Background: an optimization exercise with open tools, aiming at small area, a short achievable clock period and few clock cycles per item. Do not read the settings as production practice.
Where RTL was checked, it was by simulation tests only, not by an equivalence proof against the original.

==> job 6237 <==
## cordic_vec_top
module cordic_vec_top (
    input  logic clk,
    input  logic rst_n,
    input  logic in_valid,
    output logic in_ready,
    input  logic signed [15:0] x_start,
    input  logic signed [15:0] y_start,
    output logic out_valid,
    input  logic out_ready,
    output logic signed [15:0] mag,
    output logic signed [31:0] theta
);
export LEC_CHECK = 0
export ABC_CLOCK_PERIOD_IN_PS = 2000
export CAP_MARGIN = 20
export CORE_MARGIN = 2
export CORE_UTILIZATION = 40
export CTS_CLUSTER_DIAMETER = 80
export CTS_CLUSTER_SIZE = 20
export SETUP_SLACK_MARGIN = 5
export SLEW_MARGIN = 20
create_clock -name core_clock -period 9.0 [get_ports {clk}]
standard.sh (not shown) runs the stock make flow with config.mk's settings and CLKGATE_MAP_FILE= SYNTH_SCRIPT=/design/flow/synth_recipe.tcl, a recipe that flattens the netlist after the stock synthesis.
==> flow/flow/run.sh <==
#!/bin/bash
# Own flow: the standard synthesis and layout (standard.sh), but with the
# post-synthesis / post-CTS / post-route repair_timing aiming at a larger
# setup margin (the clock period and all constraints stay the design's).
set -euo pipefail
MARGIN=$(cat flow/margin.txt)
bash standard.sh synth > synth.log 2>&1
# same make command as standard.sh, with SETUP_SLACK_MARGIN raised
CMD=$(grep '^make ' standard.sh | sed -e 's/"\${@:-finish}"//' -e "s/SETUP_SLACK_MARGIN=[^ ]*//")
eval "$CMD SETUP_SLACK_MARGIN=$MARGIN finish" > layout.log 2>&1
RES=$(ls -d orfs/results/*/cordic_vec_top/base)
: # left out here: write the final layout as DEF
==> flow/flow/margin.txt <==
6.0
==> job 2297 (differences from job 6237) <==
--- a/flow/design.v
+++ b/flow/design.v
@@ -8,21 +8,20 @@
     output logic out_valid,
     input  logic out_ready,
     output logic signed [15:0] mag,
     output logic signed [31:0] theta
 );
-    logic k_v, o_v, adv;
-    assign adv = ~k_v;
-    logic rdy_q;
-    assign in_ready = rdy_q;
-    logic o_en;
-    assign o_en = ~o_v | out_ready;
+    logic i_v, o_v, adv;
+    assign adv = ~o_v | out_ready;
+    assign in_ready = ~i_v;
+    logic [15:0] i_x, i_y;
+    always_ff @(posedge clk) if (~i_v) begin i_x <= x_start; i_y <= y_start; end
     logic [15:0] s0_x, s0_y;
     logic s0_v;
     logic [15:0] e_x, e_y;
-    assign e_x = x_start;
-    assign e_y = y_start;
+    assign e_x = i_v ? i_x : x_start;
+    assign e_y = i_v ? i_y : y_start;
     logic e_xn, e_yn, e_xz, e_yz, e_sf;
     assign e_xn = e_x[15]; assign e_yn = e_y[15];
     assign e_xz = (e_x == 16'd0); assign e_yz = (e_y == 16'd0);
     assign e_sf = (~e_xn & ~e_xz & ~e_yn) | (e_xn & (e_yn | e_yz));
     logic s0_cyn, s0_cxn, s0_d0;
@@ -3889,16 +3888,15 @@
             s11_v <= 1'b0;
             s12_v <= 1'b0;
             s13_v <= 1'b0;
             s14_v <= 1'b0;
             s15_v <= 1'b0;
-            k_v <= 1'b0;
-            rdy_q <= 1'b1;
+            i_v <= 1'b0;
             o_v <= 1'b0;
         end else begin
             if (adv) begin
-                s0_v <= in_valid;
+                s0_v <= i_v | in_valid;
                 s1_v <= s0_v;
                 s2_v <= s1_v;
                 s3_v <= s2_v;
                 s4_v <= s3_v;
                 s5_v <= s4_v;
@@ -3910,22 +3908,17 @@
                 s11_v <= s10_v;
                 s12_v <= s11_v;
                 s13_v <= s12_v;
                 s14_v <= s13_v;
                 s15_v <= s14_v;
+                o_v <= s15_v;
             end
-            k_v <= ~o_en & (k_v | s15_v);
-            rdy_q <= o_en | ~(k_v | s15_v);
-            if (o_en) o_v <= k_v | s15_v;
+            i_v <= ~adv & (i_v | in_valid);
         end
     end
-    logic [15:0] k_mag, o_mag;
-    logic [31:0] k_theta, o_theta;
-    always_ff @(posedge clk) if (adv) begin k_mag <= f_mag; k_theta <= f_theta; end
-    always_ff @(posedge clk) if (o_en) begin
-        o_mag <= k_v ? k_mag : f_mag;
-        o_theta <= k_v ? k_theta : f_theta;
-    end
+    logic [15:0] o_mag;
+    logic [31:0] o_theta;
+    always_ff @(posedge clk) if (adv) begin o_mag <= f_mag; o_theta <= f_theta; end
     assign out_valid = o_v;
     assign mag = o_mag;
     assign theta = o_theta;
 endmodule
==> flow/flow/margin.txt (replaced) <==
5.8
==> job 6915 (differences from job 6237) <==
==> flow/flow/margin.txt (replaced) <==
5.8
--- a/flow/config.mk
+++ b/flow/config.mk
@@ -7,9 +7,9 @@
 export LEC_CHECK = 0
 export ABC_CLOCK_PERIOD_IN_PS = 2000
 export CAP_MARGIN = 20
 export CORE_MARGIN = 2
 export CORE_UTILIZATION = 40
-export CTS_CLUSTER_DIAMETER = 80
-export CTS_CLUSTER_SIZE = 20
+export CTS_CLUSTER_DIAMETER = 90
+export CTS_CLUSTER_SIZE = 25
 export SETUP_SLACK_MARGIN = 5
 export SLEW_MARGIN = 20
==> run notes <==
metric	job 6915	job 6237	job 2297
Number of nets in the layout	4,164	4,254	4,091
Endpoint of the lowest-slack register-to-register path	s15_mc$_DFFE_PN_	s1_y[15]$_DFFE_PN_	s1_y[15]$_DFFE_PP_
Worst Setup End Kind	flop	flop	output port
Launching element of the worst setup path	s14_x[10]$_DFFE_PN_	s0_x[0]$_DFFE_PN_	i_v$_DFF_PN0_
Standard cell with the maximum stage delay on the critical path	fa_1	edfxtp_1	dfrtp_2
Beginning of the worst register-to-register path	s14_x[10]$_DFFE_PN_	s0_x[0]$_DFFE_PN_	s0_cxn$_DFFE_PP_
Count of flip-flops with a built-in enable after synthesis	686	686	685
Multiplexer fraction of the synthesized cell area	1.06%	1.06%	1.67%
Number of non-clock inverters	312	312	319
Pin count of the biggest net entering global routing	182	115	109
Total detailed-routing wirelength	80.2 mm	83.9 mm	79.5 mm
Worst slew margin relative to its limit	33.2%	32.6%	43.3%
DR vias/cell	4.87	4.89	4.86
Starting density of the core	40.2%	40.2%	40.3%
Status	no timing/DRC/antenna violations	no timing/DRC/antenna violations	no timing/DRC/antenna violations
Multi-input combinational area share	42.2%	42.3%	42.1%
Testbench counts of job 6237, summed over its fixed seeds: cycles 16,136, items 16,000.
Testbench counts of job 6915, summed over its fixed seeds: cycles 16,136, items 16,000.
The RTL of job 2297 was laid out without a check of its function.

-- static timing again, ports no longer ideal --
How much do the figures lean on ideal ports? The routed layouts below were timed once more, with nothing changed but the port constraints.
Step 1: set_driving_cell puts a clkbuf_16 on clk and a buf_2 on each other input, an assumption about the parent block.
Step 2 also shifts input and output timing later by t, the mid clock arrival at the registers, as if the neighbouring blocks saw the same clock.
a / b / c = no drivers / after step 1 / after step 2; a / b = the first two.
run	t, ns	slack for setup (ns)	worst data-port slew with drivers (ns)	pins driven straight from the clock port
job 6237	0.693	5.879 / 5.850 / 5.564	0.04	1
job 2297	0.705	5.767 / 5.702 / 5.219	0.05	1
job 6915	0.675	5.887 / 5.822 / 5.444	0.05	1
After both steps setup and hold are still met in every run listed. For job 2297, which loses most, drivers alone change the setup slack by -0.065 ns; drivers and shift together by -0.548 ns.
